Background: an optimization exercise with open tools, aiming at small area. Do not read the settings as production practice.
Function was checked by simulation only, so behaviour that the tests miss may differ from the original.
Power and IR drop assume default switching activity.

quartz:
==> flow/design.v (excerpt) <==
module system(
	input [1:0] SW,
	input KEY,
	input CLOCK_50,
	input rst,
	output LEDG,
	output [6:0] HEX0,
	output [6:0] HEX1,
	output [6:0] HEX2);
	wire       db;
	wire [9:0] P;
	wire [7:0] bpm;
	wire [1:0] mode;
	wire [3:0] d100, d10, d1;
	debouncer d(
		.CLOCK_50 (CLOCK_50),
		.rst      (rst),
		.in       (KEY),
		.out      (db),
		.count    (P)
	);
	incrementer inc(
		.CLOCK_50 (CLOCK_50),
		.rst      (rst),
		.SW       (SW),
		.KEY      (KEY),
		.DB       (db),
		.P        (P),
		.BPM      (bpm),
		.mode     (mode)
	);
	bin_to_dec conv(
		.binary (bpm),
		.huns   (d100),
		.tens   (d10),
		.ones   (d1)
	);
	clk_det clk_det(
		.BPM      (bpm),
		.CLOCK_50 (CLOCK_50),
		.rst      (rst),
		.P        (P),
		.mode     (mode),
		.BEEP     (LEDG)
	);
	disp disp100(.in(d100), .out(HEX2));
	disp disp10 (.in(d10),  .out(HEX1));
	disp disp1  (.in(d1),   .out(HEX0));
endmodule
Size: about 560 cells after synthesis, about 4400 um^2 of cells after synthesis.
Settings: LEC_CHECK=0, ABC_AREA=1, CAP_MARGIN=20, CORE_MARGIN=2, CORE_UTILIZATION=40, SLEW_MARGIN=20; clock period 100.0 ns.
standard.sh (not shown) runs the stock make flow with config.mk's settings and CLKGATE_MAP_FILE= SYNTH_SCRIPT=/design/flow/synth_recipe.tcl, a recipe that flattens the netlist after the stock synthesis.
==> flow/flow/run.sh <==
#!/bin/bash
# Own flow: the standard synthesis; then its combinational logic re-mapped
# for area by ABC with a few scripts (flip-flops untouched), each result
# checked to be fully mapped, to keep the standard flip-flops and to be
# equivalent to the standard netlist, and the smallest kept; then the
# standard layout with small port buffers and a lighter clock tree.
set -uo pipefail
W=$(pwd)
F=$W/flow
R=$W/orfs/results/$FLOW_PLATFORM/system/base
LIB=$FLOW_HOME/platforms/$FLOW_PLATFORM/lib/sky130_fd_sc_hd__tt_025C_1v80.lib
YOSYS=$(command -v yosys || echo "$FLOW_HOME/../tools/install/yosys/bin/yosys")

bash standard.sh synth > $W/log_1_standard_synth.txt 2>&1 || exit 1
cp $R/1_2_yosys.v $W/std_synth.v

FFRE='__(s?e?df|dl[xr]|dlclkp|sdlclkp)'
FFS=$(grep -oE '^\s*sky130_fd_sc_hd__[a-z0-9_]+' $W/std_synth.v | tr -d ' ' | sort -u | grep -E "$FFRE" | tr '\n' ' ')
ffs() { grep -E "^\s*sky130_fd_sc_hd__(s?e?df|dl[xr]|dlclkp|sdlclkp)" "$1" | awk '{print $1, $2}' | sort; }

remap() {  # remap NAME
  local n=$1
  REOPT_LIB=$LIB REOPT_FFS="$FFS" REOPT_DONT_USE="$(tr '\n' ' ' < $F/dont_use.txt)" \
  REOPT_IN=$W/std_synth.v REOPT_OUT=$W/reopt_$n.v REOPT_STAT=$W/reopt_$n.stat REOPT_SCRIPT=$F/abc_$n.script \
    timeout 1200 $YOSYS -c $F/reopt.tcl > $W/log_2_reopt_$n.txt 2>&1 || return 1
  [[ "$(ffs $W/std_synth.v)" == "$(ffs $W/reopt_$n.v)" ]] || { echo "flip-flops differ" >> $W/log_2_reopt_$n.txt; return 1; }
  EQ_LIB=$LIB EQ_GOLD=$W/std_synth.v EQ_GATE=$W/reopt_$n.v \
    timeout 1200 $YOSYS -c $F/eqv.tcl > $W/log_3_equiv_$n.txt 2>&1 || return 1
  grep 'Chip area' $W/reopt_$n.stat | awk '{print $NF}' > $W/reopt_$n.area
}
for n in a b c; do remap $n & done
wait

best=""; barea=""
for n in a b c; do
  [[ -s $W/reopt_$n.area ]] || continue
  a=$(cat $W/reopt_$n.area)
  if [[ -z "$best" ]] || awk -v x="$a" -v y="$barea" 'BEGIN{exit !(x<y)}'; then best=$n; barea=$a; fi
done
if [[ -n "$best" ]]; then
  cp $W/reopt_$best.v $R/1_2_yosys.v
  echo "re-mapped netlist $best used, area $barea" > $W/log_4_choice.txt
else
  echo "no re-mapped netlist passed; standard netlist kept" > $W/log_4_choice.txt
fi
touch $R/1_2_yosys.v

export BUFFER_PORTS_ARGS="-buffer_cell sky130_fd_sc_hd__buf_1"
export CTS_ARGS="-sink_clustering_enable -repair_clock_nets -dont_use_dummy_load -root_buf sky130_fd_sc_hd__clkbuf_8 -buf_list sky130_fd_sc_hd__clkbuf_4"
bash standard.sh > $W/log_5_standard_layout.txt 2>&1
Other scripts of this flow, unchanged in this note and not shown: flow/flow/abc_a.script, flow/flow/abc_b.script, flow/flow/abc_c.script, flow/flow/dont_use.txt, flow/flow/eqv.tcl, flow/flow/reopt.tcl
quartz completed end to end with timing, DRC and antenna clean.
### quartz -> onyx
diff --git a/flow/flow/run.sh b/flow/flow/run.sh
--- a/flow/flow/run.sh
+++ b/flow/flow/run.sh
@@ -49 +49 @@
-export CTS_ARGS="-sink_clustering_enable -repair_clock_nets -dont_use_dummy_load -root_buf sky130_fd_sc_hd__clkbuf_8 -buf_list sky130_fd_sc_hd__clkbuf_4"
+export CTS_ARGS="-sink_clustering_enable -repair_clock_nets -dont_use_dummy_load -buf_list sky130_fd_sc_hd__clkbuf_8 -sink_clustering_size 30 -sink_clustering_max_diameter 80 -sink_clustering_levels 1"
==> run summary <==
- quartz and onyx ended up with roughly the same number of fill cells.
- | non-clock buffer count | onyx vs quartz | ≈ equal |
- Re cell count of the worst hold path: no difference whatsoever between onyx and quartz.
- On setup fix buffers added after clock tree synthesis, onyx and quartz are basically level.
- Worst-skew pair later-pin latency of quartz is on par with onyx.
- As far as worst hold slack goes, onyx and quartz are indistinguishable; the numbers are identical.
- Power share of the combinational group essentially unchanged between onyx and quartz.
For juniper, these inputs were changed with respect to onyx:
diff --git a/flow/flow/run.sh b/flow/flow/run.sh
--- a/flow/flow/run.sh
+++ b/flow/flow/run.sh
@@ -49 +49 @@
-export CTS_ARGS="-sink_clustering_enable -repair_clock_nets -dont_use_dummy_load -buf_list sky130_fd_sc_hd__clkbuf_8 -sink_clustering_size 30 -sink_clustering_max_diameter 80 -sink_clustering_levels 1"
+export CTS_ARGS="-sink_clustering_enable -repair_clock_nets -dont_use_dummy_load -buf_list \"sky130_fd_sc_hd__clkbuf_4 sky130_fd_sc_hd__clkbuf_8\""
Notes after the runs:
- | final area | juniper vs onyx | ≈ equal |
- On proportion of cell area occupied by registers, juniper tracks onyx almost exactly.
- Worst setup margin across onyx and juniper: no real change.
- From onyx to juniper the numbers moved as follows: biggest cell delay along the critical path held steady, total global routing track utilization stayed essentially flat, total of max-cap violations saw little to no change, area occupied by registers barely changed, number of sinks on the clock net now sits at about the same level.
diff inputs: juniper => violet
diff --git a/flow/flow/run.sh b/flow/flow/run.sh
--- a/flow/flow/run.sh
+++ b/flow/flow/run.sh
@@ -49 +49 @@
-export CTS_ARGS="-sink_clustering_enable -repair_clock_nets -dont_use_dummy_load -buf_list \"sky130_fd_sc_hd__clkbuf_4 sky130_fd_sc_hd__clkbuf_8\""
+export CTS_ARGS="-sink_clustering_enable -repair_clock_nets -dont_use_dummy_load -buf_list sky130_fd_sc_hd__clkbuf_8"
==> run summary <==
Taking juniper as the reference, in violet starting density of the core comparable, global routing met3 resource utilization neither gained nor lost much, relative slew slack was more or less identical.
Diff juniper -> violet: leftover overflow at the end of global routing stayed essentially flat; area fraction of clock buffers and clock inverters now sits at about the same level.

[afterwards: timing with drivers on the ports]
In the flow no input, the clock included, has a driving cell. The finished layouts below were timed again as built, in two steps. Step 1 sets driving cells, clkbuf_16 on the clock port and buf_2 on the other inputs (assumed; they add their load-dependent delay and slew). Step 2 also shifts input and output timing later by t, the mid clock arrival at the registers, as if the neighbouring blocks saw the same clock. Three values: ideal, step 1, step 2; two values: the first two.
run	t (ns)	setup WS [ns]	latest minus earliest clock arrival (ns)	worst slew at a driven data input, ns	pins driven straight from the clock port
quartz	0.373	76.539 / 76.509 / 76.883	0.027 / 0.027	0.03	1
onyx	0.373	76.539 / 76.509 / 76.883	0.027 / 0.027	0.03	1
juniper	0.373	76.539 / 76.509 / 76.883	0.027 / 0.027	0.03	1
violet	0.373	76.539 / 76.509 / 76.883	0.027 / 0.027	0.03	1
After both steps every run listed still meets setup and hold.
